Context: an optimization exercise on an open-source flow, tuned for a short achievable clock period and few clock cycles. The choices shown serve that exercise and are no tape-out recipe. RTL that was checked went through simulation tests only; none was proved equivalent to the original. Function not checked in runs 2 and 3: the RTL went through the layout flow alone. No activity file was given, so power comes from the tool's default toggle rates.

===== design.v =====
`timescale 1ns / 1ps
module kgprisc_core (
    input clk,
    input reset,
    output [9:0] imem_addr,
    input [31:0] imem_rdata,
    output [9:0] dmem_addr,
    output [31:0] dmem_wdata,
    output dmem_we,
    input [31:0] dmem_rdata
    );
    reg [31:0] fa;           
    reg [31:0] pc_d;         
    reg        dv;           
    reg        ptk_d;        
    reg [31:0] ptg_d;        
    localparam BN = 8;
    localparam BI = 3;
    reg [BN-1:0]   bval;
    reg [9-BI:0]   btag [0:BN-1];
    reg [31:0]     btgt [0:BN-1];
    reg [31:0] rf [0:31];    
    reg [31:0] rv;           
    reg [31:0] zf;           
    reg        cf;           
    reg [31:0] xa, xb, xs, xpred;
    reg [4:0]  xd;
    reg        xwen, xload, xstore, xsetc, xbr;
    reg        xadd, xneg, xand, xxor, xshl, xshr;
    reg [31:0] mres;
    reg        mz;
    reg [4:0]  md;
    reg        mwen, mload;
    reg [9:0]  da;
    reg [31:0] dwd;
    reg        dwe;
    assign imem_addr  = fa[9:0];
    assign dmem_addr  = da;
    assign dmem_wdata = dwd;
    assign dmem_we    = dwe;
    wire [32:0] sum = {1'b0, xa} + {1'b0, xb};
    wire [31:0] neg = (~xb) + 32'd1;
    wire        sh_big = |xb[31:5];
    wire [31:0] shl = sh_big ? 32'd0 : (xa << xb[4:0]);
    wire [31:0] shr = sh_big ? 32'd0 : (xa >> xb[4:0]);
    wire [31:0] xres = ({32{xadd}} & sum[31:0]) |
                       ({32{xneg}} & neg) |
                       ({32{xand}} & (xa & xb)) |
                       ({32{xxor}} & (xa ^ xb)) |
                       ({32{xshl}} & shl) |
                       ({32{xshr}} & shr);
    wire        xzero = (xres == 32'd0);
    wire        xcarry = sum[32];
    wire        xfwd = xwen & ~xload;
    wire        xredir = xbr & (xa != xpred);
    wire [31:0] mval = mload ? dmem_rdata : mres;
    wire        mzero = mload ? (dmem_rdata == 32'd0) : mz;
    wire [31:0] iw = imem_rdata;
    wire [2:0]  op = iw[31:29];
    wire [4:0]  rs = iw[28:24];
    wire [4:0]  rt = iw[23:19];
    wire [3:0]  rf4 = iw[13:10];    
    wire [3:0]  lf4 = iw[3:0];      
    wire opR  = (op == 3'b000);
    wire opI  = (op == 3'b001);
    wire opLS = (op == 3'b010);
    wire opB1 = (op == 3'b011);
    wire opB2 = (op == 3'b100);
    wire opB3 = (op == 3'b101);
    wire r_add  = opR & (rf4 == 4'd0);
    wire r_comp = opR & (rf4 == 4'd1);
    wire r_and  = opR & (rf4 == 4'd2);
    wire r_xor  = opR & (rf4 == 4'd3);
    wire r_shli = opR & (rf4 == 4'd4);
    wire r_shri = opR & ((rf4 == 4'd5) | (rf4 == 4'd8));
    wire r_shlv = opR & (rf4 == 4'd6);
    wire r_shrv = opR & ((rf4 == 4'd7) | (rf4 == 4'd9));
    wire r_valid = r_add | r_comp | r_and | r_xor | r_shli | r_shri | r_shlv | r_shrv;
    wire i_addi  = opI & (lf4 == 4'd0);
    wire i_compi = opI & (lf4 == 4'd1);
    wire ls_lw   = opLS & ~iw[0];
    wire ls_sw   = opLS & iw[0];
    wire b_b     = opB1 & (lf4 == 4'd0);
    wire b_bl    = opB1 & (lf4 == 4'd1);
    wire b_bcy   = opB1 & (lf4 == 4'd2);
    wire b_bncy  = opB1 & (lf4 == 4'd3);
    wire b_br    = opB2;
    wire b_bltz  = opB3 & (lf4 == 4'd0);
    wire b_bz    = opB3 & (lf4 == 4'd1);
    wire b_bnz   = opB3 & (lf4 == 4'd2);
    wire use_rs = r_add | r_and | r_xor | r_shli | r_shri | r_shlv | r_shrv |
                  i_addi | opLS | b_br | b_bltz | b_bz | b_bnz;
    wire use_rt = r_add | r_comp | r_and | r_xor | r_shlv | r_shrv | ls_sw;
    wire selx_a = xfwd & (xd == rs);
    wire selm_a = mwen & (md == rs);
    wire selx_b = xfwd & (xd == rt);
    wire selm_b = mwen & (md == rt);
    wire [31:0] rfa = rv[rs] ? rf[rs] : 32'd0;
    wire [31:0] rfb = rv[rt] ? rf[rt] : 32'd0;
    wire [31:0] vala = selx_a ? xres : selm_a ? mval : rfa;
    wire [31:0] valb = selx_b ? xres : selm_b ? mval : rfb;
    wire [31:0] rf0  = rv[0] ? rf[0] : 32'd0;
    wire [31:0] val0 = (xfwd & (xd == 5'd0)) ? xres : (mwen & (md == 5'd0)) ? mval : rf0;
    wire [31:0] rf31 = rv[31] ? rf[31] : 32'd0;
    wire [31:0] val31 = (xfwd & (xd == 5'd31)) ? xres : (mwen & (md == 5'd31)) ? mval : rf31;
    wire z_rs = selx_a ? xzero : selm_a ? mzero : (~rv[rs] | zf[rs]);
    wire s_rs = vala[31];
    wire c_now = xsetc ? xcarry : cf;
    wire xl = xwen & xload;
    wire stall = xl & ((use_rs & (xd == rs)) | (use_rt & (xd == rt)) |
                       (b_bl & (xd == 5'd0)));
    wire taken = b_b | b_bl | b_br |
                 (b_bcy & c_now) | (b_bncy & ~c_now) |
                 (b_bltz & s_rs) | (b_bz & z_rs) | (b_bnz & ~z_rs);
    wire [31:0] pc1 = pc_d + 32'd1;
    wire [31:0] target = b_br ? val31 :
                         opB3 ? {12'd0, iw[23:4]} : {7'd0, iw[28:4]};
    wire [BI-1:0] fidx = fa[BI-1:0];
    wire          fhit = bval[fidx] & (btag[fidx] == fa[9:BI]);
    wire          lbl = opB1 | opB3;              
    wire [31:0]   dnext = taken ? target : pc1;
    wire          dmis = ptk_d ? (~taken | (target != ptg_d)) : taken;
    wire [BI-1:0] didx = pc_d[BI-1:0];
    wire go = dv & ~stall & ~xredir;
    wire wr_rs = r_valid | i_addi | i_compi;
    wire d_wen = wr_rs | ls_lw | b_bl;
    wire [4:0] d_dst = ls_lw ? rt : b_bl ? 5'd31 : rs;
    wire use_imm = r_shli | r_shri | opI | opLS | b_bl;
    wire [31:0] imm = opI  ? {{12{iw[23]}}, iw[23:4]} :
                      opLS ? {{14{iw[18]}}, iw[18:1]} :
                      b_bl ? pc1 : {27'd0, iw[18:14]};
    always @(posedge clk) begin
        if (reset)
            fa <= 32'd1;
        else if (xredir)
            fa <= xa;
        else if (dv & stall)
            fa <= pc_d;
        else if (dv & dmis)
            fa <= dnext;
        else if (fhit)
            fa <= btgt[fidx];
        else
            fa <= fa + 32'd1;
        pc_d <= fa;
        ptk_d <= fhit;
        ptg_d <= btgt[fidx];
        if (dv & ~stall & ~xredir & lbl & taken) begin
            btag[didx] <= pc_d[9:BI];
            btgt[didx] <= target;
        end
    end
    always @(posedge clk or posedge reset) begin
        if (reset)
            dv <= 1'b0;
        else
            dv <= ~(xredir | (dv & (stall | dmis)));
    end
    always @(posedge clk or posedge reset) begin
        if (reset)
            bval <= {BN{1'b0}};
        else if (dv & ~stall & ~xredir) begin
            if (lbl & taken)
                bval[didx] <= 1'b1;
            else if (ptk_d & ~taken)
                bval[didx] <= 1'b0;
        end
    end
    always @(posedge clk) begin
        xa <= b_bl ? val0 : vala;
        xb <= use_imm ? imm : valb;
        xs <= valb;
        xpred <= val31;
        xd <= d_dst;
        xadd <= r_add | i_addi | opLS | b_bl;
        xneg <= r_comp | i_compi;
        xand <= r_and;
        xxor <= r_xor;
        xshl <= r_shli | r_shlv;
        xshr <= r_shri | r_shrv;
    end
    always @(posedge clk or posedge reset) begin
        if (reset) begin
            xwen   <= 1'b0;
            xload  <= 1'b0;
            xstore <= 1'b0;
            xsetc  <= 1'b0;
            xbr    <= 1'b0;
        end else begin
            xwen   <= go & d_wen;
            xload  <= go & ls_lw;
            xstore <= go & ls_sw;
            xsetc  <= go & (r_add | i_addi | opLS | b_bl);
            xbr    <= go & b_br;
        end
    end
    always @(posedge clk) begin
        mres <= xres;
        mz   <= xzero;
        md   <= xd;
        da   <= sum[9:0];
        dwd  <= xs;
    end
    always @(posedge clk or posedge reset) begin
        if (reset) begin
            mwen  <= 1'b0;
            mload <= 1'b0;
            dwe   <= 1'b0;
            cf    <= 1'b0;
        end else begin
            mwen  <= xwen;
            mload <= xload;
            dwe   <= xstore;
            if (xsetc)
                cf <= xcarry;
        end
    end
    always @(posedge clk) begin
        if (mwen) begin
            rf[md] <= mval;
            zf[md] <= mzero;
        end
    end
    always @(posedge clk or posedge reset) begin
        if (reset)
            rv <= 32'd0;
        else if (mwen)
            rv[md] <= 1'b1;
    end
endmodule

===== flow/run.sh =====
#!/bin/bash
set -euo pipefail
bash standard.sh synth > synth.log 2>&1
bash standard.sh SETUP_SLACK_MARGIN=11.5 MATCH_CELL_FOOTPRINT=0 finish > layout.log 2>&1

===== standard.sh =====
#!/bin/bash
# synth_recipe.tcl (not shown) runs the flow's synth.tcl, then flattens the netlist and writes it again
# the make line also repeats each setting of config.mk as NAME=value (left out here)
make -C /OpenROAD-flow-scripts/flow DESIGN_CONFIG=/design/flow/config.mk WORK_HOME=/design/flow/orfs CLKGATE_MAP_FILE= SYNTH_SCRIPT=/design/flow/synth_recipe.tcl "${@:-finish}"

===== config.mk =====
export PLATFORM = sky130hd
export DESIGN_NAME = kgprisc_core
export DESIGN_NICKNAME = kgprisc_core
export VERILOG_FILES = /design/flow/design.v
export SDC_FILE = /design/flow/constraint.sdc
export NUM_CORES = 4
export LEC_CHECK = 0
export CAP_MARGIN = 20
export CORE_MARGIN = 2
export CORE_UTILIZATION = 25
export SLEW_MARGIN = 20

===== constraint.sdc =====
create_clock -name core_clock -period 16.0 [get_ports {clk}]
set_input_delay 3.2000 -clock core_clock [delete_from_list [all_inputs] [get_ports {clk}]]
set_output_delay 3.2000 -clock core_clock [all_outputs]
set_load 0.01 [all_outputs]

==> summary.txt, run 1 <==
via count 65122; Unique masters post-synth 109; Max-slew headroom 0.2006; RSZ-0062 raised after global routing yes; GRT overflow 0; largest net degree at the start of global routing 65; Post-Route WL 391.0 mm; Synth-to-Final Area Change 26.66%; First-pass DRT Iterations 9; Seq/Total Area, Yosys 0.5538; switching share of power 0.3135; synth warn 1; Syn Nets 6067; DRC violations left 0; Worst-Margin Slew 1.187 ns; Clk network pwr share 0.341; logic gate share of total power 0.239; Cells after Synth 5956; number of global-route vias before repair 62851; status finished clean; Int Power 8.763 mW; crit-path max FO 7; # hold bufs at CTS 0; Starting DRT DRC Count 10187; cell leakage power 36.90 nW; Die ar. 356200 sq um; Final #Nets 6567; Setup Skew 0.1030 ns; H-Tree Depth 4; number of antenna violations at the first check in global routing 38; Ports 119; GP Congestion 1.009; CTS buffer count 191; clock-pin transition on the worst setup and hold timing paths 0.06 ns; Cell Rows 217; Post-synth EDFFs 1368; power per cell area 114.7 nW/um^2; Worst Hold Class register to register; worst path cell trace clkbuf_2 -> nor4_4 -> buf_4 -> nand4_1 -> nor4_2 -> nand4_1 -> o21ai_4 -> nor2_2 -> nor3_2 -> buf_4 -> a311oi_2 -> a21o_2 -> buf_4 -> nor4_4 -> buf_6 -> buf_12 -> buf_12 -> mux2i_4 -> o221a_1 -> o21ai_1; Req. time, crit path 16.76 ns; Synth async-reset ratio 0.02884; Max Fclk 156.8 MHz; Max Transition Viols Final 0; Fin Setup TNS 0 ns; #FFs+latches synth 1734; TritonCTS clock tree built; area of the mapped netlist 87860 sq um; Period minus WS final 6.376 ns; hold slack 0.3218 ns; drt wl/cell 34.82 um; sequential cell fraction of total power 0.420; Startpoint Class input port; Die X 596.8 um; Worst-Skew Late Latency 0.91 ns; most frequently used flop master after synthesis edfxtp_1; Worst path slowest cell mux2i_4; Root Buffer clkbuf_16; die height 596.8 um; max-cap violation count 0; Arr. time, crit path 7.13 ns; hpwl dp 239.6 mm; Final Hold Viols 0; Final period util 0.3985; aggregate global-route resource usage 0.2112; maximum vdd drop 80.38 uV; core box area 349700 sq um; Antenna Nets Post-Route 0; Via density 5.799; Clock Path Buffers 4; Avg Inst Size Synth 14.75 sq um; first-pass GRT wire length 527.3 mm; reg2reg setup slack 9.85 ns; clk sinks 1734; setup violators final 0; share of cells above drive strength 1 0.3783; CP Capture Type register; slowest cell delay on critical path 0.40 ns; CP most frequent cell buf_4; Crit Path Class input port to register; P_sw 4.002 mW; I/O Buffers 118; Initial Util 0.2512
[sequential cells by signal (all words and copies together), names as in the netlist, 10 cells and up, named ones only]
| name | flops |
|---|---|
| rf | 1024 |
| btgt | 256 |
| btag | 56 |
| dwd | 32 |
| fa | 32 |
| mres | 32 |
| pc_d | 32 |
| ptg_d | 32 |
| rv | 32 |
| xa | 32 |
| xb | 32 |
| xpred | 32 |
| xs | 32 |
| zf | 32 |
| da | 10 |
[metrics by stage]
step / total power [mW] / std cells / cell area (sq um) / util / worst slack [ns]
floorplan: 6.834 / 5956 / 89510 / - / 8.475
global placement: 7.858 / 10392 / 95360 / 0.2727 / 6.859
detailed placement: 7.863 / 10392 / 95360 / 0.2727 / 6.921
CTS: 12.61 / 11081 / 109100 / 0.3119 / 9.829
global route: 13.07 / 11214 / 111200 / 0.3181 / 9.620
finish: 12.77 / 11229 / 111300 / 0.3182 / 9.624
[synth_stat cells (all sizes together) (59+ instances only)]
library cell / count / area share
edfxtp: 1368 / 0.47
nand2: 295 / 0.013
mux2: 107 / 0.014
mux4: 782 / 0.20
xnor2: 116 / 0.012
buf: 146 / 0.0087
a22oi: 59 / 0.0050
dfxtp: 316 / 0.072
nand3: 132 / 0.0075
mux2i: 214 / 0.024
a21oi: 142 / 0.0081
o21ai: 232 / 0.013
nor3: 99 / 0.0060
nand4: 73 / 0.0052
inv: 129 / 0.0055
o22ai: 69 / 0.0049
nor2: 308 / 0.013
clkbuf: 329 / 0.014
[logic make-up (layout without fill, tap and decap cells)]
| family | Yosys count | after routing | synth area share |
|---|---|---|---|
| adder cells (fa/ha/maj) | 45 | 45 | 0.006494 |
| AND/OR/NAND/NOR | 1266 | 1274 | 0.07393 |
| multiplexers | 1103 | 1104 | 0.2386 |
| buffers and inverters | 605 | 1243 | 0.02835 |
| other | 0 | 27 | 0 |
| XOR/XNOR | 170 | 170 | 0.01695 |
| AO/OA/AOI/OAI | 1033 | 1033 | 0.08185 |
| flip-flops | 1734 | 1734 | 0.5538 |
[area by class of cell]
cell class	instances	area, sq um
multi-input combinational	3626	40580
inverter	130	505.5
sequential	1734	48750
timing repair buffer	773	9648
tap	4599	5754
clock inverter	100	898.4
clock buffer	240	5077
fill	33722	238400
antenna	27	67.56
[worst max-delay path: cells and delay by family]
family | cells | cell delay, ns
muxes | 1 | 0.40
buffers and inverters | 7 | 1.14
AOI/OAI and AO/OA | 5 | 0.77
and+or+nand+nor | 7 | 1.60
[metal layers]
layer,track usage,vias to the layer above,wire (um)
met5,0,-,82
met4,0.1369,12,29720
met3,0.05642,1116,42960
met2,0.3281,4764,177500
met1,0.2590,33895,140800
li1,-,25335,-
[cell usage in the layout (no fill, tap or decap), types with 37 or more instances in the layout]
cell and n:
dfxtp_1 271, nand2_1 268, a21oi_1 124, mux2_2 76, xnor2_1 113, nand3_1 117, nand2b_1 44, o22ai_1 48
o21ai_1 37, nand4_1 73, mux2i_1 131, nor2_4 40, buf_12 101, ha_1 44, edfxtp_1 1368, clkinv_2 39
inv_1 113, mux4_2 782, nor3_1 69, nor2_1 258, buf_4 335, a31oi_1 48, o21ai_0 154, o211ai_1 40
a22oi_1 55, buf_6 149, clkbuf_1 37, xor2_1 54, dfrtp_1 45, mux2i_4 64, clkbuf_16 256
[power by group through the flow]
stage	Sequential (mW)	Clock (mW)	Combinational, mW
2_1_floorplan	5.29	0	1.54
3_3_place_gp	5.45	0	2.41
3_5_place_dp	5.45	0	2.41
4_1_cts	5.34	4.42	2.86
5_1_grt	5.36	4.59	3.13
6_report	5.36	4.36	3.05
[worst paths after layout]
check                               startpoint  depth (start not counted)                end
worst min register to register  xs[16]$_DFF_P_                          0    dwd[16]$_DFF_P_
min in group asynchronous                reset                          3    xload$_DFF_PP0_
worst max register to register   xa[9]$_DFF_P_                         21  fa[13]$_SDFF_PP0_
worst min-delay path            xs[16]$_DFF_P_                          0    dwd[16]$_DFF_P_
max in group asynchronous                reset                          3  rv[0]$_DFFE_PP0P_
worst max-delay path             dmem_rdata[0]                         20  fa[13]$_SDFF_PP0_
[what timing repair did]
action                      CTS  global route
pin swaps                   140            85
cloned                       97            18
gates resized for setup    1115           211
setup endpoints to repair  1225           628
setup buffers               252           103
Testbench counts, summed over its fixed seeds: cycles 19,322.
==> run 2, diff against run 1 <==
--- a/design.v
+++ b/design.v
@@ -14,9 +14,2 @@
     reg        dv;           
-    reg        ptk_d;        
-    reg [31:0] ptg_d;        
-    localparam BN = 8;
-    localparam BI = 3;
-    reg [BN-1:0]   bval;
-    reg [9-BI:0]   btag [0:BN-1];
-    reg [31:0]     btgt [0:BN-1];
     reg [31:0] rf [0:31];    
@@ -117,8 +110,2 @@
                          opB3 ? {12'd0, iw[23:4]} : {7'd0, iw[28:4]};
-    wire [BI-1:0] fidx = fa[BI-1:0];
-    wire          fhit = bval[fidx] & (btag[fidx] == fa[9:BI]);
-    wire          lbl = opB1 | opB3;              
-    wire [31:0]   dnext = taken ? target : pc1;
-    wire          dmis = ptk_d ? (~taken | (target != ptg_d)) : taken;
-    wire [BI-1:0] didx = pc_d[BI-1:0];
     wire go = dv & ~stall & ~xredir;
@@ -138,6 +125,4 @@
             fa <= pc_d;
-        else if (dv & dmis)
-            fa <= dnext;
-        else if (fhit)
-            fa <= btgt[fidx];
+        else if (dv & taken)
+            fa <= target;
         else
@@ -145,8 +130,2 @@
         pc_d <= fa;
-        ptk_d <= fhit;
-        ptg_d <= btgt[fidx];
-        if (dv & ~stall & ~xredir & lbl & taken) begin
-            btag[didx] <= pc_d[9:BI];
-            btgt[didx] <= target;
-        end
     end
@@ -156,13 +135,3 @@
         else
-            dv <= ~(xredir | (dv & (stall | dmis)));
-    end
-    always @(posedge clk or posedge reset) begin
-        if (reset)
-            bval <= {BN{1'b0}};
-        else if (dv & ~stall & ~xredir) begin
-            if (lbl & taken)
-                bval[didx] <= 1'b1;
-            else if (ptk_d & ~taken)
-                bval[didx] <= 1'b0;
-        end
+            dv <= ~(xredir | (dv & (stall | taken)));
     end
==> run.sh (new file) <==
#!/bin/bash
# synth_recipe.tcl (not shown) runs the flow's synth.tcl, then flattens the netlist and writes it again
# the make line also repeats each setting of config.mk as NAME=value (left out here)
make -C /OpenROAD-flow-scripts/flow DESIGN_CONFIG=/design/flow/config.mk WORK_HOME=/design/flow/orfs CLKGATE_MAP_FILE= SYNTH_SCRIPT=/design/flow/synth_recipe.tcl finish
--- a/config.mk
+++ b/config.mk
@@ -10,2 +10,3 @@
 export CORE_UTILIZATION = 25
+export SETUP_SLACK_MARGIN = 0.6
 export SLEW_MARGIN = 20
removed: flow/run.sh
removed: standard.sh
==> summary.txt, run 2 <==
Post-Route WL 277.4 mm; GRT met2 Usage 0.2930; GR peak layer met2; Crit Path Class input port to register; commonest non-fill, non-tap cell in the layout edfxtp_1; Root Buffer clkbuf_16; worst path cell trace clkdlybuf4s50_1 -> nor4_2 -> nand4_1 -> o31ai_2 -> buf_4 -> or2_2 -> a31oi_1 -> nand4b_1 -> o311ai_0 -> or3b_1 -> or2_2 -> a31oi_4 -> nand3_1 -> a22o_1; area leader, netlist edfxtp_1; core box area 282300 sq um; largest cells by area after synthesis edfxtp_1 45%, mux4_2 22%, dfxtp_1 8.0%; reg2reg path depth 14; Unique masters post-synth 87; Max-slew headroom 0.1524; DRC violations left 0; Final Hold Viols 0; Top reg by flops rf; hold slack 0.3236 ns; via count 50284; share of cells above drive strength 1 0.2469; GP Congestion 0.9764; r2r startpoint xb[2]$_DFF_P_; first-pass GRT wire length 384.8 mm; I/O Buffers 118; Final #Nets 4971; power per cell area 121.3 nW/um^2; Final period util 0.4859; Die X 536.6 um; P_sw 3.038 mW; Initial Util 0.2512; Avg Inst Size Synth 14.61 sq um; CP most frequent cell or2_2; Max Transition Viols Final 0; Top Family by Delay on Critical Path simple AND/OR/NAND/NOR gates; slowest cell delay on critical path 0.90 ns; Period minus WS final 7.774 ns; Via density 5.748; setup violators final 0; Arr. time, crit path 8.49 ns; pre-CTS setup slack 7.566 ns; clock-pin transition on the worst setup and hold timing paths 0.06 ns; maximum vdd drop 81.48 uV; Worst R2R End fa[19]$_SDFF_PP0_; crit-path max FO 29; commonest cells after routing, fill and taps aside 1056 x edfxtp_1, 697 x mux4_2, 309 x nand2_1; Worst-Margin Slew 1.266 ns; Fillers 27929; reg2reg setup slack 9.05 ns; max-cap violation count 0; Cell Rows 195; Setup Skew 0.07213 ns; Synth-to-Final Area Change 15.49%; Worst-Skew Late Latency 0.85 ns; switching share of power 0.3059; Die ar. 287900 sq um; hpwl dp 174.9 mm; placed inst area 76690 sq um; post-CTS setup buffer count 0; most frequently used flop master after synthesis edfxtp_1; Worst Hold Path Cells 0; Final WS setup 8.226 ns; cell leakage power 26.59 nW; met1 GRT Util 0.2332; synth warn 1; number of antenna violations at the first check in global routing 19; status finished clean; CTS buffer count 148; Ports 119; CTS resizes 0; Cells after Synth 4854; Req. time, crit path 16.72 ns; First-pass DRT Iterations 9; H-Tree Depth 4; Fin Setup TNS 0 ns; Post-synth EDFFs 1056; most common cell in the netlist edfxtp_1; Syn Nets 4963; register area 38440 sq um; number of flip-flops under the largest register name 1024; Hold Path Sink dwd[25]$_DFF_P_; Clk network pwr share 0.366; Worst Hold Class register to register; drt wl/cell 31.71 um; Starting DRT DRC Count 7619; Clock Path Buffers 3; HP Start xs[25]$_DFF_P_; Antenna Nets Post-Route 0; Synth async-reset ratio 0.03041; M3 GR Usage 0.04935; Int Power 6.892 mW; #FFs+latches synth 1381; die height 536.6 um; aggregate global-route resource usage 0.1874; Startpoint Class input port; GRT overflow 0; leading cell types by count after synthesis 1056 x edfxtp_1, 697 x mux4_2, 312 x nand2_1, 296 x clkbuf_1, 283 x dfxtp_1; CP Buf/Inv Count 2; largest net degree at the start of global routing 89; Layout Utilization 0.2901; area of the mapped netlist 70910 sq um; RSZ-0062 raised after global routing no; # hold bufs at CTS 0; Worst path slowest cell a31oi_4; logic gate share of total power 0.200; number of global-route vias before repair 49022; multi-input logic area 30870 sq um; fin area 81890 sq um; TritonCTS clock tree built; Max Fclk 128.6 MHz; clk sinks 1381; Seq/Total Area, Yosys 0.5419; sequential cell fraction of total power 0.434; CP Depth 14; top-area cell type share of the netlist area 0.4472; CP Capture Type register
==> run 2: stage by stage <==
stage	power, mW	cells
floorplan	5.469	4854
global placement	6.288	8453
detailed placement	6.298	8454
CTS	9.917	8724
global route	10.20	8744
finish	9.930	8748
==> run 2: power by group through the flow <==
stage                     Clock, mW  Combinational, mW  Sequential (mW)
after floorplan                   0               1.20             4.27
after global placement            0               1.92             4.37
after detailed placement          0               1.93             4.37
after CTS                      3.69               1.93             4.30
after global routing           3.82               2.06             4.32
final                          3.64               1.99             4.31
==> run 2: worst max path at each step <==
stage | endpoint | from
floorplan | fa[24]$_SDFF_PP0_ | imem_rdata[25]
global placement | fa[31]$_SDFF_PP0_ | dmem_rdata[27]
detailed placement | fa[31]$_SDFF_PP0_ | dmem_rdata[27]
CTS | fa[31]$_SDFF_PP0_ | dmem_rdata[27]
global route | fa[31]$_SDFF_PP0_ | dmem_rdata[26]
finish | fa[4]$_SDFF_PP0_ | dmem_rdata[26]
==> run 2: per-layer routing <==
| metal | wire length (um) | vias up |
|---|---|---|
| met2 | 126700 | 3545 |
| met3 | 30560 | 810 |
| met1 | 101700 | 26153 |
| li1 | - | 19768 |
| met5 | 50 | - |
| met4 | 18360 | 8 |
==> run 2: cell families after synthesis <==
family,synth area share
compound gates,0.07930
flops,0.5419
mux,0.2551
simple gates,0.06871
buf+inv,0.02809
xor+xnor,0.01915
fa+ha+maj,0.007693
==> run 2: final cells by class <==
class	count	share of cell area
inverter	94	0.004309
clock buffer	186	0.04796
timing repair buffer	270	0.02878
antenna	23	0.0007028
multi-input combinational	2967	0.3770
tap	3743	0.05719
clock inverter	84	0.01468
sequential	1381	0.4694
==> run 3, diff against run 2 <==
==> flow/run.sh (new file) <==
#!/bin/bash
set -euo pipefail
bash standard.sh synth > synth.log 2>&1
bash standard.sh SETUP_SLACK_MARGIN=11 finish > layout.log 2>&1
==> standard.sh (new file) <==
#!/bin/bash
# synth_recipe.tcl (not shown) runs the flow's synth.tcl, then flattens the netlist and writes it again
# the make line also repeats each setting of config.mk as NAME=value (left out here)
make -C /OpenROAD-flow-scripts/flow DESIGN_CONFIG=/design/flow/config.mk WORK_HOME=/design/flow/orfs CLKGATE_MAP_FILE= SYNTH_SCRIPT=/design/flow/synth_recipe.tcl "${@:-finish}"
--- a/config.mk
+++ b/config.mk
@@ -10,3 +10,2 @@
 export CORE_UTILIZATION = 25
-export SETUP_SLACK_MARGIN = 0.6
 export SLEW_MARGIN = 20
removed: run.sh
==> summary.txt, run 3 <==
largest family of logic cells by synthesized area multiplexers; power per cell area 116.3 nW/um^2; HP Start xs[0]$_DFF_P_; top-area cell type share of the netlist area 0.4472; clock-pin transition on the worst setup and hold timing paths 0.06 ns; #FFs+latches synth 1381; Root Buffer clkbuf_16; GRT overflow 0; Layout Cells excl Fill 9033; core box area 282300 sq um; Worst-Skew Late Latency 0.82 ns; Worst R2R End fa[15]$_SDFF_PP0_; Startpoint Class input port; Req. time, crit path 16.73 ns; First-pass DRT Iterations 8; hpwl dp 176.2 mm; number of flip-flops under the largest register name 1024; clk sinks 1381; mux cell area share after synthesis 0.2551; Unique masters post-synth 87; largest cells by area after synthesis edfxtp_1 45%, mux4_2 22%, dfxtp_1 8.0%; Clock Path Buffers 3; most frequently used flop master after synthesis edfxtp_1; Antenna Nets Post-Route 0; Worst Hold Path Cells 0; Arr. time, crit path 6.65 ns; Max Transition Viols Final 0; H-Tree Depth 4; area share of fa/ha/maj cells after synthesis 0.007693; commonest cells after routing, fill and taps aside 1056 x edfxtp_1, 697 x mux4_2, 307 x nand2_1; leading cell types by count after synthesis 1056 x edfxtp_1, 697 x mux4_2, 312 x nand2_1, 296 x clkbuf_1, 283 x dfxtp_1; CP Capture Type register; r2r startpoint xb[0]$_DFF_P_; area of the mapped netlist 70910 sq um; hold slack 0.3231 ns; Post-synth EDFFs 1056; most common cell in the netlist edfxtp_1; Cell Rows 195; Final Hold Viols 0; Worst path slowest cell or3b_4; Syn Nets 4963; reg2reg setup slack 10.37 ns; TritonCTS clock tree built; Max-slew headroom 0.1870; compound-cell area share of the yosys netlist 0.07930; area leader, netlist edfxtp_1; status finished clean; Starting DRT DRC Count 8625; Period minus WS final 5.921 ns; Worst-Margin Slew 1.218 ns; Final #Nets 5253; Cells after Synth 4854; DRC violations left 0; number of global-route vias before repair 50386; Final WS setup 10.08 ns; drt wl/cell 33.37 um; max-cap violation count 0; reg2reg path depth 15; Hold Path Sink dwd[0]$_DFF_P_; Layout Utilization 0.3121; commonest non-fill, non-tap cell in the layout edfxtp_1; pre-CTS setup slack 6.926 ns; placed insts 8451; largest net degree at the start of global routing 68; Synth Area in Simple Gates 0.06871; Max Fclk 168.9 MHz; crit-path max FO 31; Setup Skew 0.04906 ns; Via density 5.881; Die ar. 287900 sq um; Top reg by flops rf; worst path cell trace buf_16 -> xor2_1 -> nor4_2 -> nand3_2 -> buf_12 -> or2_4 -> nor2_1 -> nand4b_1 -> o311ai_1 -> or3b_4 -> o21ai_1 -> mux2_4 -> nand3b_1 -> a41oi_2; setup violators final 0; share of cells above drive strength 1 0.3277; maximum vdd drop 100.7 uV; Final period util 0.3701; Avg Inst Size Synth 14.61 sq um; Initial Util 0.2512; synth warn 1; RSZ-0062 raised after global routing yes; Fin Setup TNS 0 ns; Post-Synth XOR/XNOR Area 0.01915; Worst Hold Class register to register; cell leakage power 29.38 nW; die height 536.6 um; first-pass GRT wire length 406.9 mm; slowest cell delay on critical path 0.45 ns; I/O Buffers 118; Die X 536.6 um; CTS buffer count 152; Seq/Total Area, Yosys 0.5419; fin area 88100 sq um; GP Congestion 0.9405; Synth async-reset ratio 0.03041; Synth-to-Final Area Change 24.25%; via count 53123; placed inst area 76900 sq um; Ports 119; aggregate global-route resource usage 0.2001; Post-Route WL 301.4 mm; Crit Path Class input port to register; number of antenna violations at the first check in global routing 22; Power Total 10.25 mW
-- run 3: cell counts after synthesis --
No cell type changed its count.
-- run 3: worst max path at each step --
| stage | startpoint | cells after the start | slack, ns | to |
|---|---|---|---|---|
| floorplan | imem_rdata[24] | 17 | 9.80 | fa[22]$_SDFF_PP0_ |
| global placement | imem_rdata[24] | 11 | 6.93 | xa[10]$_DFF_P_ |
| detailed placement | imem_rdata[24] | 11 | 6.93 | xa[10]$_DFF_P_ |
| CTS | imem_rdata[24] | 15 | 10.29 | fa[31]$_SDFF_PP0_ |
| global route | imem_rdata[26] | 14 | 10.03 | fa[10]$_SDFF_PP0_ |
| finish | imem_rdata[26] | 14 | 10.08 | fa[0]$_SDFF_PP1_ |
-- run 3: critical path, delay by kind of cell --
kind	cells	cell delay (ns)
and+or+nand+nor	7	1.59
AOI/OAI and AO/OA	3	0.68
xor gates and xnor gates	1	0.21
buffers and inverters	2	0.47
muxes	1	0.44
-- run 3: report_power, final --
part	switching, mW	total (mW)	internal [mW]
Sequential	0.199	4.30	4.10
Combinational	1.45	2.41	0.958
Clock	1.52	3.55	2.03
Total	3.17	10.2	7.08
-- run 3: kinds of logic (layout without fill, tap and decap cells) --
logic type,after synthesis,count (layout)
AO/OA/AOI/OAI,831,832
flip-flops,1381,1381
other,0,20
buffers and inverters,506,916
XOR/XNOR,155,155
multiplexers,929,932
AND/OR/NAND/NOR,1009,1011
adder cells (fa/ha/maj),43,43
-- run 3: cell type report --
class                           instances  area, sq um
Inverter                               94        356.6
Clock buffer                          213         4258
Antenna cell                           20        50.05
Multi-Input combinational cell       2973        32510
Clock inverter                         67        671.9
Sequential cell                      1381        38460
Fill cell                           27319       194200
Timing Repair Buffer                  542         7113
Tap cell                             3743         4683
-- run 3: timing repair --
| action | CTS | global route |
|---|---|---|
| hold buffers | 0 | 0 |
| pin swaps | 46 | 77 |
| endpoints found under the setup margin | 190 | 121 |
| setup buffers | 110 | 104 |
| resized for setup | 451 | 183 |
| gates cloned | 40 | 28 |
-- run 3: metal layers --
layer	track usage	vias to the layer above	share of wire
li1	-	20423	-
met1	0.2528	27380	0.36
met2	0.3035	4334	0.44
met3	0.05609	972	0.13
met4	0.1225	14	0.072
met5	0	-	0.00030
==> run 4, diff against run 3 <==
--- a/design.v
+++ b/design.v
@@ -14,7 +14,17 @@
     reg        dv;           
+    reg        ptk_d;        
+    reg [31:0] ptg_d;        
+    localparam BN = 8;
+    localparam BI = 3;
+    reg [BN-1:0]   bval;
+    reg [9-BI:0]   btag [0:BN-1];
+    reg [31:0]     btgt [0:BN-1];
     reg [31:0] rf [0:31];    
     reg [31:0] rv;           
-    reg [31:0] zf;           
     reg        cf;           
-    reg [31:0] xa, xb, xs, xpred;
+    reg [31:0] xa, xb, xs, xbt, xnd;
+    reg [9:0]  xpc;
+    reg [31:0] xpc1;
+    reg        xiss, xlbl, xtke, xptk;
+    reg        xbltz, xbz, xbnz;
     reg [4:0]  xd;
@@ -23,3 +33,2 @@
     reg [31:0] mres;
-    reg        mz;
     reg [4:0]  md;
@@ -47,5 +56,7 @@
     wire        xfwd = xwen & ~xload;
-    wire        xredir = xbr & (xa != xpred);
+    wire        xact = (xbltz & xa[31]) | (xbz & ~(|xa)) | (xbnz & (|xa));
+    wire        xtk = xtke | xact;
+    wire [31:0] xrtgt = xbr ? xa : xtk ? xbt : xpc1;
+    wire        xredir = xiss & (xrtgt != xnd);
     wire [31:0] mval = mload ? dmem_rdata : mres;
-    wire        mzero = mload ? (dmem_rdata == 32'd0) : mz;
     wire [31:0] iw = imem_rdata;
@@ -97,5 +108,4 @@
     wire [31:0] rf31 = rv[31] ? rf[31] : 32'd0;
-    wire [31:0] val31 = (xfwd & (xd == 5'd31)) ? xres : (mwen & (md == 5'd31)) ? mval : rf31;
-    wire z_rs = selx_a ? xzero : selm_a ? mzero : (~rv[rs] | zf[rs]);
-    wire s_rs = vala[31];
+    wire [31:0] val31 = (xfwd & (xd == 5'd31)) ? xres :
+                        (mwen & ~mload & (md == 5'd31)) ? mres : rf31;
     wire c_now = xsetc ? xcarry : cf;
@@ -104,5 +114,7 @@
                        (b_bl & (xd == 5'd0)));
-    wire taken = b_b | b_bl | b_br |
-                 (b_bcy & c_now) | (b_bncy & ~c_now) |
-                 (b_bltz & s_rs) | (b_bz & z_rs) | (b_bnz & ~z_rs);
+    wire taken_e = b_b | b_bl | b_br | (b_bcy & c_now) | (b_bncy & ~c_now);
+    wire regc = b_bltz | b_bz | b_bnz;
+    wire act_x = (b_bltz & xres[31]) | (b_bz & xzero) | (b_bnz & ~xzero);
+    wire prd_r = selx_a ? act_x : (ptk_d | b_bnz);
+    wire taken = taken_e | (regc & prd_r);
     wire [31:0] pc1 = pc_d + 32'd1;
@@ -110,2 +122,13 @@
                          opB3 ? {12'd0, iw[23:4]} : {7'd0, iw[28:4]};
+    wire [BI-1:0] fidx = fa[BI-1:0];
+    wire          fhit = bval[fidx] & (btag[fidx] == fa[9:BI]);
+    wire          lbl = opB1 | opB3;              
+    wire          ptk_l = ptk_d & ~b_br;
+    wire          mis_t = ~ptk_l;
+    wire          mis_n = ptk_d;
+    wire [31:0]   fseq = fhit ? btgt[fidx] : fa + 32'd1;
+    wire [31:0]   fa_t = reset ? 32'd1 : xredir ? xrtgt : (dv & stall) ? pc_d :
+                         (dv & mis_t) ? target : fseq;
+    wire [31:0]   fa_n = reset ? 32'd1 : xredir ? xrtgt : (dv & stall) ? pc_d :
+                         (dv & mis_n) ? pc1 : fseq;
     wire go = dv & ~stall & ~xredir;
@@ -119,13 +142,10 @@
     always @(posedge clk) begin
-        if (reset)
-            fa <= 32'd1;
-        else if (xredir)
-            fa <= xa;
-        else if (dv & stall)
-            fa <= pc_d;
-        else if (dv & taken)
-            fa <= target;
-        else
-            fa <= fa + 32'd1;
+        fa <= taken ? fa_t : fa_n;
         pc_d <= fa;
+        ptk_d <= fhit;
+        ptg_d <= btgt[fidx];
+        if (xlbl & xtk) begin
+            btag[xpc[BI-1:0]] <= xpc[9:BI];
+            btgt[xpc[BI-1:0]] <= xbt;
+        end
     end
@@ -135,3 +155,11 @@
         else
-            dv <= ~(xredir | (dv & (stall | taken)));
+            dv <= ~(xredir | (dv & (stall | (taken ? mis_t : mis_n))));
+    end
+    always @(posedge clk or posedge reset) begin
+        if (reset)
+            bval <= {BN{1'b0}};
+        else if (xlbl & xtk)
+            bval[xpc[BI-1:0]] <= 1'b1;
+        else if (xiss & xptk)
+            bval[xpc[BI-1:0]] <= 1'b0;
     end
@@ -141,3 +169,7 @@
         xs <= valb;
-        xpred <= val31;
+        xnd <= taken ? (ptk_l ? ptg_d : target) : pc1;
+        xbt <= target;
+        xpc1 <= pc1;
+        xpc <= pc_d[9:0];
+        xptk <= ptk_d;
         xd <= d_dst;
@@ -157,3 +189,15 @@
             xbr    <= 1'b0;
+            xiss   <= 1'b0;
+            xlbl   <= 1'b0;
+            xtke   <= 1'b0;
+            xbltz  <= 1'b0;
+            xbz    <= 1'b0;
+            xbnz   <= 1'b0;
         end else begin
+            xiss   <= go;
+            xlbl   <= go & lbl;
+            xtke   <= go & taken_e;
+            xbltz  <= go & b_bltz;
+            xbz    <= go & b_bz;
+            xbnz   <= go & b_bnz;
             xwen   <= go & d_wen;
@@ -167,3 +211,2 @@
         mres <= xres;
-        mz   <= xzero;
         md   <= xd;
@@ -189,3 +232,2 @@
             rf[md] <= mval;
-            zf[md] <= mzero;
         end
==> flow/run.sh (replaced) <==
#!/bin/bash
set -euo pipefail
bash standard.sh synth > synth.log 2>&1
bash standard.sh SETUP_SLACK_MARGIN=11.5 MATCH_CELL_FOOTPRINT=0 finish > layout.log 2>&1
==> summary.txt, run 4 <==
Worst-Skew Late Latency 0.93 ns; maximum vdd drop 93.13 uV; Worst Hold Class register to register; number of global-route vias before repair 60680; CP most frequent cell mux4_2; Top reg by flops rf; Cell Rows 215; Worst Hold Path Cells 0; worst path cell trace buf_16 -> mux4_2 -> mux4_2 -> mux2_4 -> nand2_8 -> buf_4 -> o221ai_1 -> o21a_1 -> a221o_1; Final period util 0.3169; share of cells above drive strength 1 0.3729; largest cells by area after synthesis edfxtp_1 46%, mux4_2 20%, dfxtp_1 9.0%; Die X 592.1 um; number of flip-flops under the largest register name 1024; Clock Path Buffers 4; drt wl/cell 34.19 um; area of the mapped netlist 86460 sq um; Die ar. 350600 sq um; hold slack 0.3265 ns; aggregate global-route resource usage 0.2044; Fin Setup TNS 0 ns; Worst path slowest cell mux4_2; pre-CTS setup slack 7.176 ns; GRT overflow 0; leading cell types by count after synthesis 1336 x edfxtp_1, 779 x mux4_2, 390 x dfxtp_1, 344 x nand2_1, 321 x clkbuf_1; Max Transition Viols Final 0; Startpoint Class input port; most frequently used flop master after synthesis edfxtp_1; Cells after Synth 5766; DRC violations left 0; status finished clean; #FFs+latches synth 1782; GP Congestion 0.9846; hpwl dp 207.7 mm; Final Hold Viols 0; cell leakage power 36.13 nW; synth warn 1; CTS buffer count 188; setup violators final 0; CP Capture Type register; max-cap violation count 0; Period minus WS final 5.070 ns; Final #Nets 6306; Unique masters post-synth 93; Syn Nets 5877; Antenna Nets Post-Route 0; Post-synth EDFFs 1336; clk sinks 1782; H-Tree Depth 4; Final WS setup 10.93 ns; Layout Utilization 0.3169; die height 592.1 um; First-pass DRT Iterations 9; Starting DRT DRC Count 11066; Post-Route WL 374.3 mm; Avg Inst Size Synth 15.00 sq um; CP Buf/Inv Count 2; Worst-Margin Slew 1.314 ns; most common cell in the netlist edfxtp_1; Synth async-reset ratio 0.03143; I/O Buffers 118; Max-slew headroom 0.1150; first-pass GRT wire length 502.0 mm; Seq/Total Area, Yosys 0.5705; RSZ-0062 raised after global routing yes; clock-pin transition on the worst setup and hold timing paths 0.06 ns; Crit Path Class input port to register; core box area 343500 sq um; Setup Skew 0.1352 ns; area leader, netlist edfxtp_1; Req. time, crit path 16.76 ns; reg2reg path depth 19; Arr. time, crit path 5.83 ns; commonest cells after routing, fill and taps aside 1336 x edfxtp_1, 779 x mux4_2, 332 x dfxtp_1; Ports 119; Via density 5.822; TritonCTS clock tree built; number of antenna violations at the first check in global routing 28; Synth-to-Final Area Change 25.90%; largest net degree at the start of global routing 75; via count 63743; slowest cell delay on critical path 0.51 ns; Root Buffer clkbuf_16; crit-path max FO 13; commonest non-fill, non-tap cell in the layout edfxtp_1; Power Total 13.53 mW; Max Fclk 197.2 MHz; CP Depth 9; Top Family by Delay on Critical Path multiplexers; Initial Util 0.2517; top-area cell type share of the netlist area 0.4640; power per cell area 124.3 nW/um^2
run 4: cell types whose count changed after synthesis, sizes merged, moves of 34 or more:
| cell | change |
|---|---|
| edfxtp | +280 |
| mux4 | +83 |
| a21o | +34 |
| dfxtp | +107 |
| mux2 | +40 |
| mux2i | +54 |
| a21oi | +118 |
run 4: worst paths after layout:
path                                 from                end  slack [ns]
max                        imem_rdata[20]     xb[12]$_DFF_P_       10.93
min                         xs[3]$_DFF_P_     dwd[3]$_DFF_P_        0.33
max reg2reg                 xa[0]$_DFF_P_     fa[22]$_DFF_P_       11.09
min reg2reg                 xs[3]$_DFF_P_     dwd[3]$_DFF_P_        0.33
max in group asynchronous           reset  rv[0]$_DFFE_PP0P_       12.03
min in group asynchronous           reset       dv$_DFF_PP0_        3.23
run 4: layout make-up:
class | instances | area, sq um
Antenna cell | 46 | 115.1
Clock buffer | 243 | 5167
Clock inverter | 97 | 1071
Fill cell | 33144 | 234700
Inverter | 123 | 524.3
Multi-Input combinational cell | 3421 | 38250
Sequential cell | 1782 | 49440
Tap cell | 4557 | 5702
Timing Repair Buffer | 668 | 8509
Timing Repair inverter | 11 | 80.08
run 4: per-layer routing:
metal	vias up	routed length (um)	global-route usage
met5	-	108	0
met4	20	39530	0.1746
met3	1523	44590	0.05388
met2	5323	166800	0.3177
met1	32530	123300	0.2352
li1	24347	-	-
run 4: what timing repair did:
item                                    CTS  global route
gates resized for setup                 849           354
gates cloned                            122            27
pin swaps                               130           117
buffers inserted                        198            78
endpoints found under the setup margin  298           564
hold buffers                              0             0
run 4: power by group:
group          internal, mW  switching (mW)
logic                  1.38            1.97
clock network          2.59            1.93
registers              5.33           0.323
total                  9.31            4.22
run 4: kinds of logic after synthesis:
kind of cell             share of synthesized area
flip-flops                                  0.5705
multiplexers                                0.2424
AND/OR/NAND/NOR                            0.05903
AO/OA/AOI/OAI                              0.07950
buffers and inverters                      0.02789
XOR/XNOR                                   0.01408
adder cells (fa/ha/maj)                   0.006599
run 4: per-stage QoR:
step                      area (sq um)  instances
after floorplan                  87700       5766
final                           108900      10948
after CTS                       106200      10797
after global routing            108800      10918
after detailed placement         93260      10137
after global placement           93250      10137
Testbench counts of run 4, summed over its fixed seeds: cycles 19,458.
==> run 5, diff against run 4 <==
--- a/design.v
+++ b/design.v
@@ -53,3 +53,6 @@
                        ({32{xshr}} & shr);
-    wire        xzero = (xres == 32'd0);
+    wire [31:0] zchk = (xa ^ xb) ^ {xa[30:0] | xb[30:0], 1'b0};
+    wire        xzf = (xadd & ~(|zchk)) | (xneg & ~(|xb)) |
+                      (xand & ~(|(xa & xb))) | (xxor & (xa == xb));
+    wire        xshf = xshl | xshr;
     wire        xcarry = sum[32];
@@ -101,6 +104,22 @@
     wire selm_b = mwen & (md == rt);
-    wire [31:0] rfa = rv[rs] ? rf[rs] : 32'd0;
-    wire [31:0] rfb = rv[rt] ? rf[rt] : 32'd0;
-    wire [31:0] vala = selx_a ? xres : selm_a ? mval : rfa;
-    wire [31:0] valb = selx_b ? xres : selm_b ? mval : rfb;
+    wire [31:0] osa = (32'd1 << rs) & rv;
+    wire [31:0] osb = (32'd1 << rt) & rv;
+    reg  [31:0] rfa, rfb;
+    integer k;
+    always @(*) begin
+        rfa = 32'd0;
+        rfb = 32'd0;
+        for (k = 0; k < 32; k = k + 1) begin
+            rfa = rfa | ({32{osa[k]}} & rf[k]);
+            rfb = rfb | ({32{osb[k]}} & rf[k]);
+        end
+    end
+    wire [31:0] byp_a = selx_a ? xres : mval;
+    wire [31:0] byp_b = selx_b ? xres : mval;
+    wire        srf_a = ~b_bl & ~selx_a & ~selm_a;
+    wire        srf_b = ~use_imm & ~selx_b & ~selm_b;
+    wire        srf_s = ~selx_b & ~selm_b;
+    wire [31:0] oth_a = b_bl ? val0 : ((selx_a | selm_a) ? byp_a : 32'd0);
+    wire [31:0] oth_b = use_imm ? imm : ((selx_b | selm_b) ? byp_b : 32'd0);
+    wire [31:0] oth_s = (selx_b | selm_b) ? byp_b : 32'd0;
     wire [31:0] rf0  = rv[0] ? rf[0] : 32'd0;
@@ -116,4 +135,4 @@
     wire regc = b_bltz | b_bz | b_bnz;
-    wire act_x = (b_bltz & xres[31]) | (b_bz & xzero) | (b_bnz & ~xzero);
-    wire prd_r = selx_a ? act_x : (ptk_d | b_bnz);
+    wire act_x = (b_bz & xzf) | (b_bnz & ~xzf);
+    wire prd_r = (selx_a & ~xshf & ~b_bltz) ? act_x : (ptk_d | b_bnz);
     wire taken = taken_e | (regc & prd_r);
@@ -166,5 +185,5 @@
     always @(posedge clk) begin
-        xa <= b_bl ? val0 : vala;
-        xb <= use_imm ? imm : valb;
-        xs <= valb;
+        xa <= ({32{srf_a}} & rfa) | oth_a;
+        xb <= ({32{srf_b}} & rfb) | oth_b;
+        xs <= ({32{srf_s}} & rfb) | oth_s;
         xnd <= taken ? (ptk_l ? ptg_d : target) : pc1;
--- a/config.mk
+++ b/config.mk
@@ -10,2 +10,3 @@
 export CORE_UTILIZATION = 25
+export PLACE_DENSITY = 0.8
 export SLEW_MARGIN = 20
==> summary.txt, run 5 <==
status aborted with a tool error; Fail Step 5_1_grt; Log Error [ERROR GRT-0232] Routing congestion too high. Check the congestion heatmap in the GUI.; I/O Buffers 118; #FFs+latches synth 1782; compound-cell area share of the yosys netlist 0.1852; leading cell types by count after synthesis 1336 x edfxtp_1, 593 x a22oi_1, 476 x clkbuf_1, 390 x dfxtp_1, 340 x nor2_1; Syn Nets 6929; mux cell area share after synthesis 0.06174; Post-Synth XOR/XNOR Area 0.01698; largest cells by area after synthesis edfxtp_1 48%, dfxtp_1 9.3%, a22oi_1 5.3%; Post-synth EDFFs 1336; pre-CTS setup slack 8.486 ns; Synth Area in Simple Gates 0.09700; aggregate global-route resource usage 0.3440; # hold bufs at CTS 0; area of the mapped netlist 83560 sq um; area share of fa/ha/maj cells after synthesis 0.01159; Unique masters post-synth 101; placed insts 10909; synth warn 1; Cell Rows 212; largest family of logic cells by synthesized area compound AO/OA/AOI/OAI gates; Clock Path Buffers 3; most common cell in the netlist edfxtp_1; top-area cell type share of the netlist area 0.4801; Avg Inst Size Synth 12.31 sq um; Initial Util 0.2508; GP Congestion 1.038; Die X 582.1 um; Synth async-reset ratio 0.03143; most frequently used flop master after synthesis edfxtp_1; Ports 119; Seq/Total Area, Yosys 0.5903; Root Buffer clkbuf_16; die height 582.1 um; GRT overflow 3; clk sinks 1782; area leader, netlist edfxtp_1; hpwl dp 250.9 mm; CTS buffer count 178; H-Tree Depth 4; Cells after Synth 6787; largest net degree at the start of global routing 61
[run 5: cell types whose count changed after synthesis, sizes merged, moves of 57 or more]
cell and change:
nand4 +219, a22o +220, nor3 +90, mux2i -114
nor2 +95, o21ai -57, a22oi +555, mux4 -650
and3 +72, a221oi +243, clkbuf +154, inv +64
[run 5: repair_timing]
action                      CTS
setup endpoints to repair   262
resized for setup          1164
pin swaps                   269
buffers inserted            451
cloned                      105
[run 5: metrics by stage]
stage | utilization | cell area (sq um)
global placement | 0.2752 | 91680
CTS | 0.3237 | 107900
detailed placement | 0.2753 | 91700
floorplan | - | 86760
[run 5: worst max-delay path by stage]
stage	cells after the start	to	slack (ns)	start
2_1_floorplan	8	btag[0][0]$_DFFE_PP_	10.10	xa[1]$_DFF_P_
3_3_place_gp	14	fa[0]$_DFF_P_	8.49	imem_rdata[26]
3_5_place_dp	14	fa[0]$_DFF_P_	8.49	imem_rdata[25]
4_1_cts	15	fa[10]$_DFF_P_	11.07	imem_rdata[28]
[run 5: metal layers]
layer / GRT overflow / GRT usage
met3: 1 / 0.3168
met1: 0 / 0.3113
met4: 0 / 0.3344
met2: 1 / 0.4137
met5: 1 / 0.2894
[run 5: power groups by stage]
stage	logic (mW)	registers (mW)	clock network, mW
2_1_floorplan	1.60	5.53	0
3_3_place_gp	2.41	5.73	0
3_5_place_dp	2.42	5.73	0
4_1_cts	2.77	5.61	4.39
[run 5: cells by family after synthesis]
kind of cell	Yosys count
AO/OA/AOI/OAI	2041
flip-flops	1782
AND/OR/NAND/NOR	1586
buffers and inverters	797
multiplexers	342
XOR/XNOR	162
adder cells (fa/ha/maj)	77
Testbench counts of run 5, summed over its fixed seeds: cycles 19,458.
==> run 6, diff against run 5 <==
--- a/design.v
+++ b/design.v
@@ -24,3 +24,4 @@
     reg        cf;           
-    reg [31:0] xa, xb, xs, xbt, xnd;
+    reg [31:0] xra, xrb, xba, xbb, xbs, xbt, xnd;
+    reg        xsa, xsb, xss;
     reg [9:0]  xpc;
@@ -42,2 +43,5 @@
     assign dmem_we    = dwe;
+    wire [31:0] xa = xsa ? xba : xra;
+    wire [31:0] xb = xsb ? xbb : xrb;
+    wire [31:0] xs = xss ? xbs : xrb;
     wire [32:0] sum = {1'b0, xa} + {1'b0, xb};
@@ -59,6 +63,8 @@
     wire        xfwd = xwen & ~xload;
-    wire        xact = (xbltz & xa[31]) | (xbz & ~(|xa)) | (xbnz & (|xa));
+    wire        xaz = xsa ? ~(|xba) : ~(|xra);
+    wire        xact = (xbltz & xa[31]) | (xbz & xaz) | (xbnz & ~xaz);
     wire        xtk = xtke | xact;
     wire [31:0] xrtgt = xbr ? xa : xtk ? xbt : xpc1;
-    wire        xredir = xiss & (xrtgt != xnd);
+    wire        xane = xsa ? (xba != xnd) : (xra != xnd);
+    wire        xredir = xiss & (xbr ? xane : xtk ? (xbt != xnd) : (xpc1 != xnd));
     wire [31:0] mval = mload ? dmem_rdata : mres;
@@ -121,5 +127,5 @@
     wire        srf_s = ~selx_b & ~selm_b;
-    wire [31:0] oth_a = b_bl ? val0 : ((selx_a | selm_a) ? byp_a : 32'd0);
-    wire [31:0] oth_b = use_imm ? imm : ((selx_b | selm_b) ? byp_b : 32'd0);
-    wire [31:0] oth_s = (selx_b | selm_b) ? byp_b : 32'd0;
+    wire [31:0] oth_a = b_bl ? val0 : byp_a;
+    wire [31:0] oth_b = use_imm ? imm : byp_b;
+    wire [31:0] oth_s = byp_b;
     wire [31:0] rf0  = rv[0] ? rf[0] : 32'd0;
@@ -185,5 +191,10 @@
     always @(posedge clk) begin
-        xa <= ({32{srf_a}} & rfa) | oth_a;
-        xb <= ({32{srf_b}} & rfb) | oth_b;
-        xs <= ({32{srf_s}} & rfb) | oth_s;
+        xra <= rfa;
+        xrb <= rfb;
+        xsa <= ~srf_a;
+        xsb <= ~srf_b;
+        xss <= ~srf_s;
+        xba <= oth_a;
+        xbb <= oth_b;
+        xbs <= oth_s;
         xnd <= taken ? (ptk_l ? ptg_d : target) : pc1;
--- a/config.mk
+++ b/config.mk
@@ -10,3 +10,2 @@
 export CORE_UTILIZATION = 25
-export PLACE_DENSITY = 0.8
 export SLEW_MARGIN = 20
==> summary.txt, run 6 <==
status finished clean; reg2reg path depth 18; Antenna Nets Post-Route 0; most frequently used flop master after synthesis edfxtp_1; area of the mapped netlist 85220 sq um; Setup Skew 0.1072 ns; number of flip-flops under the largest register name 1024; Post-synth EDFFs 1336; GR peak layer met2; clk sinks 1849; share of cells above drive strength 1 0.2912; die height 587.9 um; placed inst area 93980 sq um; #FFs+latches synth 1849; Req. time, crit path 16.75 ns; Die ar. 345600 sq um; slowest cell delay on critical path 0.48 ns; DRC violations left 0; commonest non-fill, non-tap cell in the layout edfxtp_1; Max Fclk 199.9 MHz; Worst R2R End fa[4]$_DFF_P_; Clock Path Buffers 3; met1 GRT Util 0.3088; reg2reg setup slack 11.00 ns; Cells after Synth 6961; drt wl/cell 42.13 um; Max-slew headroom 0.1276; power per cell area 140.1 nW/um^2; Fin Setup TNS 0 ns; number of global-route vias before repair 71630; largest net degree at the start of global routing 47; Worst-Margin Slew 1.299 ns; GP Congestion 1.049; Top reg by flops rf; worst path cell trace buf_12 -> buf_16 -> mux2i_4 -> buf_12 -> clkinvlp_4 -> fa_2 -> buf_4 -> a21o_1 -> a21oi_1 -> o21bai_1 -> a21boi_0 -> a211oi_2 -> o21ai_2 -> o21ai_0 -> o21ai_1 -> a2111oi_1 -> a2111o_1 -> o31ai_1; switching share of power 0.3500; First-pass DRT Iterations 14; TritonCTS clock tree built; P_sw 5.450 mW; GRT met2 Usage 0.3912; Syn Nets 7103; multi-input logic area 37040 sq um; Worst Hold Class register to register; r2r startpoint xsb$_DFF_P_; GRT overflow 0; Unique masters post-synth 109; Layout Utilization 0.3273; synth warn 1; Seq/Total Area, Yosys 0.5945; CTS buffer count 190; # hold bufs at CTS 0; aggregate global-route resource usage 0.2757; Crit Path Class register to register; Starting DRT DRC Count 18154; Initial Util 0.2510; Fillers 33305; Power Total 15.57 mW; Cell Rows 214; leading cell types by count after synthesis 1336 x edfxtp_1, 684 x a22oi_1, 457 x dfxtp_1, 448 x clkbuf_1, 389 x nand2_1; Final period util 0.3126; Final Hold Viols 0; M3 GR Usage 0.1234; HP Start xstore$_DFF_PP0_; via count 79963; Period minus WS final 5.002 ns; CP most frequent cell buf_12; RSZ-0062 raised after global routing yes; area leader, netlist edfxtp_1; most common cell in the netlist edfxtp_1; Arr. time, crit path 5.75 ns; Clk network pwr share 0.320; Via density 6.553; commonest cells after routing, fill and taps aside 1336 x edfxtp_1, 575 x a22oi_1, 431 x buf_4; Final #Nets 7595; Die X 587.9 um; Ports 119; largest cells by area after synthesis edfxtp_1 47%, dfxtp_1 11%, a22oi_1 6.0%; sequential cell fraction of total power 0.381; setup violators final 0; Max Transition Viols Final 0; core box area 339500 sq um; hpwl dp 290.4 mm; max-cap violation count 0; number of antenna violations at the first check in global routing 43; logic gate share of total power 0.299; Startpoint Class register; Worst path slowest cell a2111oi_1; clock-pin transition on the worst setup and hold timing paths 0.07 ns; fin area 111100 sq um; Worst-Skew Late Latency 0.92 ns; first-pass GRT wire length 652.1 mm; maximum vdd drop 127.2 uV; register area 50790 sq um; Synth async-reset ratio 0.03029; Post-Route WL 514.0 mm; Int Power 10.12 mW; CP Capture Type register; I/O Buffers 118; Avg Inst Size Synth 12.24 sq um; H-Tree Depth 4; Synth-to-Final Area Change 30.37%; Root Buffer clkbuf_16; crit-path max FO 7; Hold Path Sink dwe$_DFF_PP0_; top-area cell type share of the netlist area 0.4707; Worst Hold Path Cells 0; cell leakage power 38.72 nW
==> run 6: cell count changes after synthesis, moves of 38 or more <==
cell and delta:
or4_1 +38, nand4_1 -60, mux4_2 -47, a22oi_1 +91
mux2i_1 +148, o211ai_1 -45, a22o_1 -49, nand2_1 +70
a221oi_1 -44, nand3_1 +83, nor3_1 -40, dfxtp_1 +67
==> run 6: power groups by stage <==
| stage | registers, mW | logic [mW] | clock network, mW |
|---|---|---|---|
| 3_5_place_dp | 6.00 | 3.40 | 0 |
| 6_report | 5.93 | 4.65 | 4.98 |
| 4_1_cts | 5.89 | 4.17 | 4.97 |
| 5_1_grt | 5.93 | 4.69 | 5.16 |
| 2_1_floorplan | 5.76 | 2.06 | 0 |
| 3_3_place_gp | 5.99 | 3.40 | 0 |
==> run 6: kinds of logic after synthesis <==
kind of cell / Yosys count / share of synthesized area
adders and majority gates: 76 / 0.01125
xor gates and xnor gates: 169 / 0.01737
DFF: 1849 / 0.5945
muxes: 442 / 0.06552
AOI/OAI and AO/OA: 2010 / 0.1768
and+or+nand+nor: 1658 / 0.09936
buffers and inverters: 757 / 0.03513
==> run 6: through the flow <==
step	worst slack [ns]	hold WS (ns)	cells
6_report	11.00	0.3516	12202
5_1_grt	11.03	0.3643	12157
4_1_cts	11.19	0.3558	11949
3_5_place_dp	8.538	0.3416	11279
3_3_place_gp	8.313	0.3400	11278
2_1_floorplan	10.48	0.3290	6961
==> run 6: final cells by class <==
class | instances | share of cell area
well taps | 4536 | 0.05108
clock buffers | 244 | 0.04679
diodes | 48 | 0.001081
repair inverters | 18 | 0.001216
inverters | 196 | 0.007804
multi-input cells | 4378 | 0.3334
repair buffers | 820 | 0.08571
clock inverters | 113 | 0.01579
flip-flops and latches | 1849 | 0.4571
==> run 6: critical path: cells and delay by family, from the launching register on <==
family	cells	cell delay [ns]
AO/OA/AOI/OAI	11	2.90
buffers and inverters	5	0.73
flip-flops	1	0.47
adder cells (fa/ha/maj)	1	0.45
multiplexers	1	0.28
==> run 6: per-layer routing <==
metal / share of wire / routed length (um) / vias up
li1: - / - / 28892
met1: 0.32 / 165000 / 39002
met2: 0.40 / 205100 / 8984
met3: 0.16 / 81450 / 3043
met4: 0.12 / 61900 / 42
met5: 0.0012 / 597 / -
==> run 6: what timing repair did <==
item,in CTS,in global routing
pin swaps,114,142
cloned,53,38
setup buffers,260,166
gates resized for setup,1079,370
setup endpoints to repair,988,736
==> run 6: worst max-delay path by stage <==
stage | depth (start not counted) | end | start
2_1_floorplan | 12 | fa[4]$_DFF_P_ | imem_rdata[0]
3_3_place_gp | 11 | fa[23]$_DFF_P_ | imem_rdata[30]
3_5_place_dp | 11 | fa[30]$_DFF_P_ | imem_rdata[30]
4_1_cts | 13 | fa[31]$_DFF_P_ | imem_rdata[2]
5_1_grt | 14 | fa[26]$_DFF_P_ | imem_rdata[0]
6_report | 18 | fa[4]$_DFF_P_ | xsb$_DFF_P_
Testbench counts of run 6, summed over its fixed seeds: cycles 19,458.
==> run 7, diff against run 6 <==
--- a/config.mk
+++ b/config.mk
@@ -10,2 +10,3 @@
 export CORE_UTILIZATION = 25
+export PLACE_DENSITY = 0.45
 export SLEW_MARGIN = 20
==> summary.txt, run 7 <==
CTS buffer count 208; area of the mapped netlist 85220 sq um; Clock Path Buffers 4; Unique masters post-synth 109; Ports 119; first-pass GRT wire length 685.1 mm; setup violators final 0; multi-input logic area 37050 sq um; most common cell in the netlist edfxtp_1; H-Tree Depth 4; Fillers 33663; Hold Path Sink pc_d[31]$_DFF_P_; aggregate global-route resource usage 0.2921; clk sinks 1849; via count 77516; DRC violations left 0; TritonCTS clock tree built; RSZ-0062 raised after global routing yes; Final #Nets 7700; GRT overflow 0; First-pass DRT Iterations 7; top-area cell type share of the netlist area 0.4707; Seq/Total Area, Yosys 0.5945; Max Fclk 203.5 MHz; hold slack 0.3740 ns; Startpoint Class register; Arr. time, crit path 5.64 ns; Fin Setup TNS 0 ns; die height 587.9 um; reg2reg setup slack 11.09 ns; Die ar. 345600 sq um; status finished clean; r2r startpoint xsb$_DFF_P_; Final period util 0.3071; crit-path max FO 8; Post-Route WL 537.6 mm; Syn Nets 7103; register area 50780 sq um; Setup Skew 0.1085 ns; Max-slew headroom 0.1264; synth warn 1; share of cells above drive strength 1 0.3012; Worst Hold Class register to register; drt wl/cell 43.65 um; commonest non-fill, non-tap cell in the layout edfxtp_1; largest net degree at the start of global routing 63; reg2reg path depth 17; power per cell area 139.5 nW/um^2; Avg Inst Size Synth 12.24 sq um; Crit Path Class register to register; area leader, netlist edfxtp_1; Top reg by flops rf; Worst-Skew Late Latency 0.96 ns; number of antenna violations at the first check in global routing 27; number of flip-flops under the largest register name 1024; Req. time, crit path 16.73 ns; number of global-route vias before repair 71839; largest cells by area after synthesis edfxtp_1 47%, dfxtp_1 11%, a22oi_1 6.0%; Starting DRT DRC Count 13764; Post-synth EDFFs 1336; Via density 6.295; CP Capture Type register; I/O Buffers 118; leading cell types by count after synthesis 1336 x edfxtp_1, 684 x a22oi_1, 457 x dfxtp_1, 448 x clkbuf_1, 389 x nand2_1; Synth async-reset ratio 0.03029; Cell Rows 214; Die X 587.9 um; maximum vdd drop 102.7 uV; Initial Util 0.2510; Worst-Margin Slew 1.301 ns; core box area 339500 sq um; Period minus WS final 4.913 ns; clock-pin transition on the worst setup and hold timing paths 0.07 ns; Synth-to-Final Area Change 31.93%; HP Start fa[31]$_DFF_P_; hpwl dp 325.6 mm; most frequently used flop master after synthesis edfxtp_1; max-cap violation count 0; Final Hold Viols 0; Worst R2R End fa[18]$_DFF_P_; Root Buffer clkbuf_16; Worst Hold Path Cells 0; GP Congestion 0.9868; Power Total 15.68 mW; Cells after Synth 6961; #FFs+latches synth 1849; cell leakage power 39.25 nW; commonest cells after routing, fill and taps aside 1336 x edfxtp_1, 572 x a22oi_1, 499 x buf_4; Max Transition Viols Final 0; Antenna Nets Post-Route 0
==> run 7: cell counts after synthesis <==
Identical to the previous run, type by type.
==> run 7: power breakdown <==
group	switching (mW)	internal, mW	leakage (nW)
Clock	2.14	2.90	3.42
Sequential	0.445	5.52	16.9
Combinational	2.95	1.73	18.9
==> run 7: worst max path at each step <==
stage | start | end | slack, ns
2_1_floorplan | imem_rdata[0] | fa[4]$_DFF_P_ | 10.48
3_3_place_gp | imem_rdata[25] | fa[4]$_DFF_P_ | 8.44
3_5_place_dp | imem_rdata[25] | fa[30]$_DFF_P_ | 8.48
4_1_cts | imem_rdata[0] | fa[4]$_DFF_P_ | 11.23
5_1_grt | xra[16]$_DFF_P_ | fa[29]$_DFF_P_ | 11.12
6_report | xsb$_DFF_P_ | fa[18]$_DFF_P_ | 11.09
==> run 7: final cells by class <==
class / instances / area share
Tap cell: 4536 / 0.05048
Timing Repair inverter: 18 / 0.001157
Antenna cell: 40 / 0.0008903
Timing Repair Buffer: 916 / 0.09575
Inverter: 196 / 0.007756
Clock buffer: 280 / 0.05139
Clock inverter: 110 / 0.01140
Multi-Input combinational cell: 4369 / 0.3295
Sequential cell: 1849 / 0.4516
==> run 7: repair_timing <==
action                      CTS  global route
hold buffers                  0             0
gates cloned                 52            31
setup buffers               274           205
setup endpoints to repair  1208           620
pin swaps                   126           129
gates resized for setup    1131           410
hold endpoints to repair      0             0
==> run 7: stage by stage <==
step	area [sq um]	instances	util	setup WS (ns)
CTS	108100	12037	0.3185	11.23
global route	112400	12281	0.3309	11.12
global placement	94190	11321	0.2774	8.444
detailed placement	94200	11321	0.2775	8.475
finish	112400	12314	0.3312	11.09
floorplan	88370	6961	-	10.48
==> run 7: kinds of logic (layout without fill, tap and decap cells) <==
group / Yosys count / after routing / share of synthesized area
AOI/OAI and AO/OA: 2010 / 2010 / 0.1768
xor gates and xnor gates: 169 / 169 / 0.01737
adders and majority gates: 76 / 76 / 0.01125
buffers and inverters: 757 / 1520 / 0.03513
DFF: 1849 / 1849 / 0.5945
muxes: 442 / 442 / 0.06552
other: 0 / 40 / 0
and+or+nand+nor: 1658 / 1672 / 0.09936
==> run 7: critical path: stages, from the launching register on <==
cell	delay, ns
dfxtp_4	0.46
buf_6	0.14
clkbuf_16	0.14
mux2i_4	0.37
clkinvlp_4	0.20
buf_12	0.16
buf_4	0.14
nor2_2	0.48
buf_4	0.27
a22oi_1	0.09
a31oi_1	0.37
nand2b_1	0.25
nor4bb_4	0.71
o31ai_1	0.17
buf_4	0.21
a2111o_1	0.38
o2111ai_2	0.09
a21oi_1	0.09
==> run 7: metal layers <==
layer | GRT usage | vias up | part of all wire
met3 | 0.09444 | 2168 | 0.13
met4 | 0.2184 | 22 | 0.098
met5 | 0.0006842 | - | 0.0013
li1 | - | 29094 | -
met2 | 0.4431 | 7280 | 0.43
met1 | 0.3446 | 38952 | 0.35

[separate check: timing with driven ports]
No port has a modelled driver above. Below, the same layouts with a new extraction and two added sets of constraints.
Step 1: set_driving_cell puts a clkbuf_16 on clk and a buf_2 on each other input, an assumption about the parent block.
Step 2, shift: input delay + t, output delay - t, t = (earliest + latest rising clock arrival at the registers) / 2. This alone moves slack from input paths to output paths.
Slacks: ideal ports / drivers / drivers and shift; pairs: ideal ports / drivers.
run | t, ns | setup slack, ns | hold WS [ns]
run 1 | 0.963 | 9.624 / 9.432 / 8.469 | 0.322 / 0.322 / 0.322
run 2 | 0.912 | 8.226 / 8.218 / 7.306 | 0.324 / 0.324 / 0.324
run 3 | 0.905 | 10.079 / 9.879 / 8.973 | 0.323 / 0.323 / 0.323
run 4 | 0.961 | 10.929 / 10.656 / 9.695 | 0.327 / 0.327 / 0.327
run 6 | 0.978 | 10.998 / 10.998 / 10.117 | 0.352 / 0.352 / 0.352
run 7 | 1.008 | 11.087 / 11.006 / 9.998 | 0.374 / 0.374 / 0.374
After both steps setup and hold are still met in every run listed. The setup slack of run 4, which loses most, moves by -0.273 ns with the drivers and by -1.234 ns with both steps.
